This is an optimization exercise on Yosys and OpenROAD, whose aim is small area, a short achievable clock period and few clock cycles per item, not a production implementation. The RTL was checked by simulation tests, not by an equivalence proof against the original design.

Setup of run 1:
==> flow/design.v (excerpt) <==
module pm32 (
    input  logic          clk,
    input  logic          rst,
    input  logic          start,
    input  logic [31:0]   mc,
    input  logic [31:0]   mp,
    output logic [63:0]   p,
    output logic          done,
    input  logic          op  
);
Settings: LEC_CHECK=0, CAP_MARGIN=20, CORE_MARGIN=2, CORE_UTILIZATION=40, PLACE_DENSITY=0.8, SETUP_SLACK_MARGIN=0.6, SLEW_MARGIN=20, SYNTH_HIERARCHICAL=1; clock period 5.0 ns.
standard.sh (not shown) runs the stock make flow with config.mk's settings and CLKGATE_MAP_FILE= SYNTH_SCRIPT=/design/flow/synth_recipe.tcl, a recipe that flattens the netlist after the stock synthesis.
==> flow/flow/run.sh <==
#!/bin/bash
# The standard layout, with the port buffers chosen here instead of by
# buffer_ports itself (it picks a slow delay buffer on sky130hd): buf_4 on the
# inputs, which feed the multiplier's wide fanout, and buf_1 on the outputs.
set -euo pipefail
export DONT_BUFFER_PORTS=1
export PRE_GLOBAL_PLACE_TCL="$PWD/flow/ports.tcl"
export POST_GLOBAL_PLACE_TCL="$PWD/flow/ports_post.tcl"
bash standard.sh > standard.log 2>&1
==> flow/flow/ports.tcl <==
# Sourced by ORFS's global_place.tcl before placement (DONT_BUFFER_PORTS=1
# skips its own buffer_ports call): every input and output port gets a buffer.
# They are kept from remove_buffers, which runs next, by dont_touch until
# placement is done (ports_post.tcl).
buffer_ports -inputs -buffer_cell sky130_fd_sc_hd__buf_4
buffer_ports -outputs -buffer_cell sky130_fd_sc_hd__buf_1
set port_bufs [concat [get_cells input*] [get_cells output*]]
puts "port buffers: [llength $port_bufs]"
set_dont_touch $port_bufs
==> flow/flow/ports_post.tcl <==
# Sourced by ORFS's global_place.tcl after placement: the port buffers may be
# resized again from here on.
set port_bufs [concat [get_cells input*] [get_cells output*]]
puts "port buffers after placement: [llength $port_bufs]"
unset_dont_touch $port_bufs
Testbench counts of run 1, summed over its fixed seeds: cycles 1,600, items 1,600.
#### Input delta (run 2 over run 1)
# run 1
export LEC_CHECK = 0
export CAP_MARGIN = 20
export CORE_MARGIN = 2
export CORE_UTILIZATION = 40
export PLACE_DENSITY = 0.8
export SETUP_SLACK_MARGIN = 0.6
export SLEW_MARGIN = 20
export SYNTH_HIERARCHICAL = 1
create_clock -name core_clock -period 5.0 [get_ports {clk}]
# run 2
export LEC_CHECK = 0
export CAP_MARGIN = 20
export CORE_MARGIN = 2
export CORE_UTILIZATION = 40
export SETUP_SLACK_MARGIN = 0.3
export SLEW_MARGIN = 20
export SYNTH_HIERARCHICAL = 1
create_clock -name core_clock -period 5.0 [get_ports {clk}]
- Note that the global-route wire length before repair recorded for run 2 amounts to 1.08 times the value seen in run 1.
- Taking run 1 as the reference, in run 2 buffers plus inverters on the worst setup path picked up an extra 1, register-to-register slack picked up an extra 0.02 ns, setup slack of the critical path after layout lost 0.046 ns, path length in cells of the critical path picked up an extra 3, cell count picked up an extra 16.
- Cell area was higher in the run labelled run 1.
Input-level comparison between run 3 and run 2:
# run 2
export LEC_CHECK = 0
export CAP_MARGIN = 20
export CORE_MARGIN = 2
export CORE_UTILIZATION = 40
export SETUP_SLACK_MARGIN = 0.3
export SLEW_MARGIN = 20
export SYNTH_HIERARCHICAL = 1
create_clock -name core_clock -period 5.0 [get_ports {clk}]
# run 3
export LEC_CHECK = 0
export CAP_MARGIN = 20
export CORE_MARGIN = 2
export CORE_UTILIZATION = 40
export SLEW_MARGIN = 20
export SYNTH_HIERARCHICAL = 1
create_clock -name core_clock -period 5.0 [get_ports {clk}]
Results
- Relative to run 2, wire length of the first global-routing pass decreased by about 3% in run 3.
- Run 2 -> run 3: die area delta 0, exact match
- Run 2 → run 3: area of all placed cells without fillers decreased 490 sq um; fraction of standard cell area that is sequential increased 0.18 points.


== the previous run ==
pm32, a different RTL version from the one above (not shown whole).
For scale: about 2400 cells after synthesis, about 130 flip-flops.
==> flow/config.mk <==
export PLATFORM = sky130hd
export DESIGN_NAME = pm32
export DESIGN_NICKNAME = pm32
export VERILOG_FILES = /design/flow/design.v
export SDC_FILE = /design/flow/constraint.sdc
export NUM_CORES = 4
export LEC_CHECK = 0
export CAP_MARGIN = 20
export CORE_MARGIN = 2
export CORE_UTILIZATION = 40
export SLEW_MARGIN = 20
export SYNTH_HIERARCHICAL = 1
==> flow/constraint.sdc <==
create_clock -name core_clock -period 5.0 [get_ports {clk}]
set_input_delay 1.0000 -clock core_clock [delete_from_list [all_inputs] [get_ports {clk}]]
set_output_delay 1.0000 -clock core_clock [all_outputs]
set_load 0.01 [all_outputs]
==> flow/flow/run.sh <==
#!/bin/bash
# The standard layout, with the port buffers made of buf_4 cells instead of the
# cell buffer_ports picks by itself (a slow delay buffer on sky130hd).
set -euo pipefail
export BUFFER_PORTS_ARGS="-buffer_cell sky130_fd_sc_hd__buf_4"
bash standard.sh > standard.log 2>&1
The previous run: done, clean on timing, DRC and antenna
Testbench counts of the previous run, summed over its fixed seeds: cycles 1,600, items 1,600.
Modified inputs, the current run compared to the previous run
==> flow/run.sh (new file) <==
#!/bin/bash
# synth_recipe.tcl (not shown) runs the flow's synth.tcl, then flattens the netlist and writes it again
# the make line also repeats each setting of config.mk as NAME=value (left out here)
make -C /OpenROAD-flow-scripts/flow DESIGN_CONFIG=/design/flow/config.mk WORK_HOME=/design/flow/orfs CLKGATE_MAP_FILE= SYNTH_SCRIPT=/design/flow/synth_recipe.tcl finish
removed: flow/flow/run.sh
removed: flow/standard.sh
--- outcome ---
- NOTE: global-route track usage on met3 in the current run exceeds that of the previous run
- Lower logic depth of the worst path, buffers included among the previous run and the current run: the current run
- The maximum clock frequency of the current run is lower than that of the previous run.
- STATUS run=the current run STAGES=ALL_DONE FINAL_CHECKS=FAILED CAUSE=setup timing
- Side by side, number of non-clock inverters turned out higher in the current run than in the previous run.
- The current run and the previous run ended up with roughly the same register-to-register slack.


Another version of the RTL of pm32 (not shown whole).
Size in the first run: roughly 2500 cells after synthesis, ~140 flip-flops, roughly 130 I/O pins, ~26000 um^2 of cells after synthesis.
==> flow/config.mk <==
export PLATFORM = sky130hd
export DESIGN_NAME = pm32
export DESIGN_NICKNAME = pm32
export VERILOG_FILES = /design/flow/design.v
export SDC_FILE = /design/flow/constraint.sdc
export NUM_CORES = 4
export LEC_CHECK = 0
export CAP_MARGIN = 20
export CORE_MARGIN = 2
export CORE_UTILIZATION = 40
export PLACE_DENSITY = 0.8
export SETUP_SLACK_MARGIN = 0.75
export SLEW_MARGIN = 20
export SYNTH_HIERARCHICAL = 1
==> flow/constraint.sdc <==
create_clock -name core_clock -period 5.0 [get_ports {clk}]
set_input_delay 1.0000 -clock core_clock [delete_from_list [all_inputs] [get_ports {clk}]]
set_output_delay 1.0000 -clock core_clock [all_outputs]
set_load 0.01 [all_outputs]
==> flow/flow/run.sh <==
#!/bin/bash
# The standard layout, with the port buffers chosen here instead of by
# buffer_ports itself (it picks a slow delay buffer on sky130hd): buf_4 on the
# inputs, which feed the multiplier's wide fanout, and buf_1 on the outputs.
set -euo pipefail
export DONT_BUFFER_PORTS=1
export PRE_GLOBAL_PLACE_TCL="$PWD/flow/ports.tcl"
export POST_GLOBAL_PLACE_TCL="$PWD/flow/ports_post.tcl"
bash standard.sh > standard.log 2>&1
Scripts as last shown in full above: flow/flow/ports.tcl, flow/flow/ports_post.tcl
Testbench counts at the start, summed over its fixed seeds: cycles 1,600, items 1,600.
==> next run, changes <==
- SETUP_SLACK_MARGIN: 0.75 -> 0.6
Via count decreases by 4.7%.
Hold slack gets worse by 0.0048 ns.
Setup slack gets worse by 0.056 ns.
Design area decreases by 4.8%.
Die area does not change.
Routed wire length decreases by 5.5%.
Area after synthesis does not change.
First-iteration DRC count decreases by 17%.


## pepper
Another version of the RTL of pm32 (not shown whole).
Size: roughly 3,100 cells after synthesis, about 130 flip-flops, ~130 I/O pins.
Settings: LEC_CHECK=0, CAP_MARGIN=20, CORE_MARGIN=2, CORE_UTILIZATION=40, SLEW_MARGIN=20, SYNTH_HIERARCHICAL=1; clock period 5.0 ns.
==> flow/flow/run.sh <==
#!/bin/bash
# The standard layout, with the port buffers made of buf_4 cells instead of the
# cell buffer_ports picks by itself (a slow delay buffer on sky130hd).
set -euo pipefail
export BUFFER_PORTS_ARGS="-buffer_cell sky130_fd_sc_hd__buf_4"
bash standard.sh > standard.log 2>&1
pepper ran to completion and came out clean on the timing, design-rule and antenna checks.
Testbench counts of pepper, summed over its fixed seeds: cycles 1,600, items 1,600.
What indigo does differently from pepper at the input level:
Settings: swapping 20 for 0 in SLEW_MARGIN; swapping 20 for 0 in CAP_MARGIN.
Notes after the runs:
Total global-route track usage: indigo vs pepper identical. The total DRC errors in the routed layout on pepper is in line with that on indigo. Delta (indigo minus pepper): routed wire length held steady, combined buffer and inverter count along the critical path closely matched the old numbers. The post-synthesis average cell area of indigo and that of pepper are within noise of each other. Final cycle utilization of the critical path came out exactly the same in indigo and pepper. pepper -> indigo: worst setup margin delta 0, exact match.


Setup of 12-20:
pm32, a different RTL version from the one above (not shown whole).
For scale: ~140 flip-flops, ~130 I/O pins, roughly 0.026 mm² of cells after synthesis.
clock: 5.0 ns
lec_check: 0
cap_margin: 20
core_margin: 2
core_utilization: 70
place_density: 0.8
setup_slack_margin: 0.6
slew_margin: 20
synth_hierarchical: 1
==> flow/flow/run.sh <==
#!/bin/bash
# The standard layout, with the port buffers chosen here instead of by
# buffer_ports itself (it picks a slow delay buffer on sky130hd): buf_4 on the
# inputs, which feed the multiplier's wide fanout, and on the outputs.
set -euo pipefail
export DONT_BUFFER_PORTS=1
export PRE_GLOBAL_PLACE_TCL="$PWD/flow/ports.tcl"
export POST_GLOBAL_PLACE_TCL="$PWD/flow/ports_post.tcl"
bash standard.sh > standard.log 2>&1
==> flow/flow/ports.tcl <==
# Sourced by ORFS's global_place.tcl before placement (DONT_BUFFER_PORTS=1
# skips its own buffer_ports call): every input and output port gets a buffer.
# They are kept from remove_buffers, which runs next, by dont_touch until
# placement is done (ports_post.tcl).
buffer_ports -inputs -buffer_cell sky130_fd_sc_hd__buf_4
buffer_ports -outputs -buffer_cell sky130_fd_sc_hd__buf_4
set port_bufs [concat [get_cells input*] [get_cells output*]]
puts "port buffers: [llength $port_bufs]"
set_dont_touch $port_bufs
Scripts as last shown in full above: flow/flow/ports_post.tcl
12-20 did not stop at any stage, and its layout met the timing, design-rule and antenna checks.
Testbench counts of 12-20, summed over its fixed seeds: cycles 1,600, items 1,600.
What 09-19 does differently from 12-20 at the input level:
- CTS_BUF_LIST now sky130_fd_sc_hd__clkbuf_4 sky130_fd_sc_hd__clkbuf_8, previously not set
- CORE_UTILIZATION now 40, was 70
- Any difference in fraction of area in multi-input gates between 12-20 and 09-19 is small enough to ignore.
- Diff 12-20 -> 09-19: cell area decreased 290 µm²; die area increased by 73% relative to the old numbers.


## xenon
Another version of the RTL of pm32 (not shown whole).
Size: about 120 flip-flops, about 130 I/O pins.
==> flow/config.mk <==
export PLATFORM = sky130hd
export DESIGN_NAME = pm32
export DESIGN_NICKNAME = pm32
export VERILOG_FILES = /design/flow/design.v
export SDC_FILE = /design/flow/constraint.sdc
export NUM_CORES = 4
export LEC_CHECK = 0
export CAP_MARGIN = 20
export CORE_MARGIN = 2
export CORE_UTILIZATION = 40
export SLEW_MARGIN = 20
export SYNTH_HIERARCHICAL = 1
==> flow/constraint.sdc <==
create_clock -name core_clock -period 5.0 [get_ports {clk}]
set_input_delay 1.0000 -clock core_clock [delete_from_list [all_inputs] [get_ports {clk}]]
set_output_delay 1.0000 -clock core_clock [all_outputs]
set_load 0.01 [all_outputs]
==> flow/flow/run.sh <==
#!/bin/bash
# The standard layout, with the port buffers chosen here instead of by
# buffer_ports itself (it picks a slow delay buffer on sky130hd): buf_4 on the
# inputs, which feed the multiplier's wide fanout, and buf_1 on the outputs.
set -euo pipefail
export DONT_BUFFER_PORTS=1
export PRE_GLOBAL_PLACE_TCL="$PWD/flow/ports.tcl"
bash standard.sh > standard.log 2>&1
==> flow/flow/ports.tcl <==
# Sourced by ORFS's global_place.tcl before placement (DONT_BUFFER_PORTS=1
# skips its own buffer_ports call): every input and output port gets a buffer.
buffer_ports -inputs -buffer_cell sky130_fd_sc_hd__buf_4
buffer_ports -outputs -buffer_cell sky130_fd_sc_hd__buf_1
xenon was carried through to the last stage, and its layout satisfied the timing, design-rule and antenna checks.
Testbench counts of xenon, summed over its fixed seeds: cycles 1,600, items 1,600.
#### Input delta (sierra over xenon)
==> flow/flow/run.sh <==
#!/bin/bash
# The standard layout, with the port buffers made of buf_4 cells instead of the
# cell buffer_ports picks by itself (a slow delay buffer on sky130hd).
set -euo pipefail
export BUFFER_PORTS_ARGS="-buffer_cell sky130_fd_sc_hd__buf_4"
bash standard.sh > standard.log 2>&1
removed: flow/flow/ports.tcl
[summary]
Re post-cts repair resize count: no difference whatsoever between sierra and xenon. Looking at share of the clock period used by the worst path after layout, sierra sits 3.1 points higher than xenon does. Between sierra and xenon, wire length is higher for sierra, xenon comes in under that. xenon vs sierra, uppermost layer routed: met5 vs met4.


main:
RTL: one of the versions met above, not the one the previous note started from.
Size in the first run: ~0.026 mm^2 of cells after synthesis.
Settings: LEC_CHECK=0, CAP_MARGIN=20, CORE_MARGIN=2, CORE_UTILIZATION=40, PLACE_DENSITY=0.8, SETUP_SLACK_MARGIN=0.6, SLEW_MARGIN=20, SYNTH_HIERARCHICAL=1; clock period 5.0 ns.
==> flow/flow/run.sh <==
#!/bin/bash
# The standard layout, with the port buffers chosen here instead of by
# buffer_ports itself (it picks a slow delay buffer on sky130hd): buf_4 on the
# inputs, which feed the multiplier's wide fanout, and on the outputs.
set -euo pipefail
export DONT_BUFFER_PORTS=1
export PRE_GLOBAL_PLACE_TCL="$PWD/flow/ports.tcl"
export POST_GLOBAL_PLACE_TCL="$PWD/flow/ports_post.tcl"
bash standard.sh > standard.log 2>&1
==> flow/flow/ports.tcl <==
# Sourced by ORFS's global_place.tcl before placement (DONT_BUFFER_PORTS=1
# skips its own buffer_ports call): every input and output port gets a buffer.
# They are kept from remove_buffers, which runs next, by dont_touch until
# placement is done (ports_post.tcl).
buffer_ports -inputs -buffer_cell sky130_fd_sc_hd__buf_4
buffer_ports -outputs -buffer_cell sky130_fd_sc_hd__buf_4
set port_bufs [concat [get_cells input*] [get_cells output*]]
puts "port buffers: [llength $port_bufs]"
set_dont_touch $port_bufs
Scripts as last shown in full above: flow/flow/ports_post.tcl
main finished all stages; the layout is clean.
Testbench counts of main, summed over its fixed seeds: cycles 1,600, items 1,600.
Here is what was changed in the inputs of the feature branch compared with main.
-- flow/config.mk --
<<< main, line 9
export CORE_MARGIN = 2
export CORE_UTILIZATION = 40
export PLACE_DENSITY = 0.8
>>> the feature branch, line 9
export CORE_MARGIN = 2
export CORE_UTILIZATION = 55
export PLACE_DENSITY = 0.8
Results
- Fraction of standard cell area that is sequential of the feature branch is on par with main.
- Core region area: the feature branch vs main down about 27%
- Going from main to the feature branch, end-of-flow core utilization grows by 18 points.


RTL: one of the versions met above, not the one the previous note started from.
Size: about 2,500 cells after synthesis, roughly 140 flip-flops, about 130 I/O pins, roughly 26,000 sq um of cells after synthesis.
==> flow/config.mk <==
export PLATFORM = sky130hd
export DESIGN_NAME = pm32
export DESIGN_NICKNAME = pm32
export VERILOG_FILES = /design/flow/design.v
export SDC_FILE = /design/flow/constraint.sdc
export NUM_CORES = 4
export LEC_CHECK = 0
export CAP_MARGIN = 20
export CORE_MARGIN = 2
export CORE_UTILIZATION = 40
export PLACE_DENSITY = 0.8
export SETUP_SLACK_MARGIN = 0.45
export SLEW_MARGIN = 20
export SYNTH_HIERARCHICAL = 1
==> flow/constraint.sdc <==
create_clock -name core_clock -period 5.0 [get_ports {clk}]
set_input_delay 1.0000 -clock core_clock [delete_from_list [all_inputs] [get_ports {clk}]]
set_output_delay 1.0000 -clock core_clock [all_outputs]
set_load 0.01 [all_outputs]
==> flow/flow/run.sh <==
#!/bin/bash
# The standard layout, with the port buffers chosen here instead of by
# buffer_ports itself (it picks a slow delay buffer on sky130hd): buf_4 on the
# inputs, which feed the multiplier's wide fanout, and buf_1 on the outputs.
set -euo pipefail
export DONT_BUFFER_PORTS=1
export PRE_GLOBAL_PLACE_TCL="$PWD/flow/ports.tcl"
export POST_GLOBAL_PLACE_TCL="$PWD/flow/ports_post.tcl"
bash standard.sh > standard.log 2>&1
==> flow/flow/ports.tcl <==
# Sourced by ORFS's global_place.tcl before placement (DONT_BUFFER_PORTS=1
# skips its own buffer_ports call): every input and output port gets a buffer.
# They are kept from remove_buffers, which runs next, by dont_touch until
# placement is done (ports_post.tcl).
buffer_ports -inputs -buffer_cell sky130_fd_sc_hd__buf_4
buffer_ports -outputs -buffer_cell sky130_fd_sc_hd__buf_1
set port_bufs [concat [get_cells input*] [get_cells output*]]
puts "port buffers: [llength $port_bufs]"
set_dont_touch $port_bufs
Scripts as last shown in full above: flow/flow/ports_post.tcl
Testbench counts at the start, summed over its fixed seeds: cycles 1,600, items 1,600.
Next try:
PLACE_DENSITY = unset   (was 0.8)
SETUP_SLACK_MARGIN = unset   (was 0.45)
Sequential share of layout area went up by 0.25 points.
Final area went down by 1.8%.
Final cell count went down by about 1.1%.
Next try:
--- a/flow/flow/run.sh
+++ b/flow/flow/run.sh
@@ -3,3 +3,3 @@
 # buffer_ports itself (it picks a slow delay buffer on sky130hd): buf_4 on the
-# inputs, which feed the multiplier's wide fanout, and buf_1 on the outputs.
+# inputs, which feed the multiplier's wide fanout, and on the outputs.
 set -euo pipefail
--- a/flow/flow/ports.tcl
+++ b/flow/flow/ports.tcl
@@ -5,3 +5,3 @@
 buffer_ports -inputs -buffer_cell sky130_fd_sc_hd__buf_4
-buffer_ports -outputs -buffer_cell sky130_fd_sc_hd__buf_1
+buffer_ports -outputs -buffer_cell sky130_fd_sc_hd__buf_4
 set port_bufs [concat [get_cells input*] [get_cells output*]]
PLACE_DENSITY = 0.8   (was unset)
SETUP_SLACK_MARGIN = 0.6   (was unset)
Outcome: The new run passed the timing, design-rule and antenna checks; core utilization is higher by 2.4 points; routed wire length is higher by 2.0%; final area is higher by about 5%; setup slack gains 0.57 ns; clock-buffer cell count is lower by 1; sequential share of layout area is lower by 0.69 points; cell count is higher by about 1.3%; maximum frequency is higher by about 13%.

## re-timing with driven ports
The flow's constraints put no driver on any port. The routed layouts listed below were extracted and timed again, unchanged, in two steps.
Step 1 sets driving cells, clkbuf_16 on the clock port and buf_2 on the other inputs (assumed; they add their load-dependent delay and slew).
Step 2 times the ports against the registers' clock, not the clock port: input delays grow and output delays shrink by t, the midpoint of the rising clock arrivals with the driver on.
Slacks: no drivers / after step 1 / after step 2; pairs: no drivers / after step 1.
| run | t, ns | slack for setup (ns) | hold WS [ns] | slew at the worst register clock pin (ns) | max-slew violations | max-capacitance violations | cell pins on the clock port's net |
|---|---|---|---|---|---|---|---|
| run 1 | 0.528 | 0.384 / 0.373 / -0.155 | 0.372 / 0.342 / 0.483 | 0.06 / 0.06 | 0 / 0 | 0 / 0 | 1 |
| run 2 | 0.563 | 0.337 / 0.295 / -0.268 | 0.332 / 0.290 / 0.467 | 0.06 / 0.06 | 0 / 0 | 0 / 0 | 1 |
| run 3 | 0.548 | 0.157 / 0.060 / -0.488 | 0.349 / 0.307 / 0.463 | 0.07 / 0.07 | 0 / 0 | 0 / 0 | 1 |
| the previous run | 0.465 | 0.070 / 0.088 / -0.376 | 0.414 / 0.389 / 0.479 | 0.06 / 0.06 | 0 / 0 | 0 / 0 | 1 |
| the current run | 0.465 | -0.005 / 0.023 / -0.442 | 0.481 / 0.481 / 0.481 | 0.06 / 0.06 | 0 / 0 | 0 / 0 | 1 |
| the first run of note 3 | 0.522 | 0.648 / 0.610 / 0.112 | 0.374 / 0.336 / 0.470 | 0.08 / 0.08 | 0 / 0 | 0 / 0 | 1 |
| the second run of note 3 | 0.518 | 0.592 / 0.560 / 0.106 | 0.369 / 0.343 / 0.495 | 0.08 / 0.08 | 0 / 0 | 0 / 0 | 1 |
| pepper | 0.514 | 0.252 / 0.224 / -0.291 | 0.375 / 0.340 / 0.469 | 0.08 / 0.08 | 0 / 0 | 0 / 0 | 1 |
| indigo | 0.514 | 0.252 / 0.224 / -0.291 | 0.375 / 0.340 / 0.469 | 0.08 / 0.08 | 0 / 0 | 0 / 0 | 1 |
| 12-20 | 0.518 | 0.548 / 0.491 / 0.062 | 0.383 / 0.352 / 0.480 | 0.09 / 0.09 | 0 / 0 | 0 / 0 | 1 |
| 09-19 | 0.559 | 0.585 / 0.529 / 0.129 | 0.325 / 0.293 / 0.477 | 0.11 / 0.11 | 0 / 0 | 0 / 0 | 1 |
| xenon | 0.499 | 0.244 / -0.676 / -1.175 | 0.280 / 0.240 / 0.539 | 0.07 / 0.07 | 0 / 116 | 0 / 1 | 1 |
| sierra | 0.503 | 0.089 / 0.108 / -0.395 | 0.393 / 0.358 / 0.464 | 0.06 / 0.06 | 0 / 0 | 0 / 0 | 1 |
| main | 0.500 | 0.580 / 0.522 / 0.158 | 0.390 / 0.356 / 0.471 | 0.08 / 0.08 | 0 / 0 | 0 / 0 | 1 |
| the feature branch | 0.538 | 0.594 / 0.538 / 0.136 | 0.348 / 0.314 / 0.464 | 0.07 / 0.07 | 0 / 0 | 0 / 0 | 1 |
| the first run of note 8 | 0.505 | 0.404 / 0.437 / -0.068 | 0.379 / 0.342 / 0.500 | 0.09 / 0.09 | 0 / 0 | 0 / 0 | 1 |
| the second run of note 8 | 0.536 | 0.063 / 0.007 / 0.056 | 0.356 / 0.327 / 0.473 | 0.09 / 0.09 | 0 / 0 | 0 / 0 | 1 |
| the third run of note 8 | 0.516 | 0.634 / 0.595 / 0.144 | 0.374 / 0.341 / 0.475 | 0.08 / 0.08 | 0 / 0 | 0 / 0 | 1 |
Met with ideal ports but missed after step 2: setup timing in 9 of these runs. With drivers on, slew violations rise in xenon. The drivers bring new capacitance violations in xenon. For xenon, which loses most, drivers alone change the setup slack by -0.920 ns; drivers and shift together by -1.419 ns.
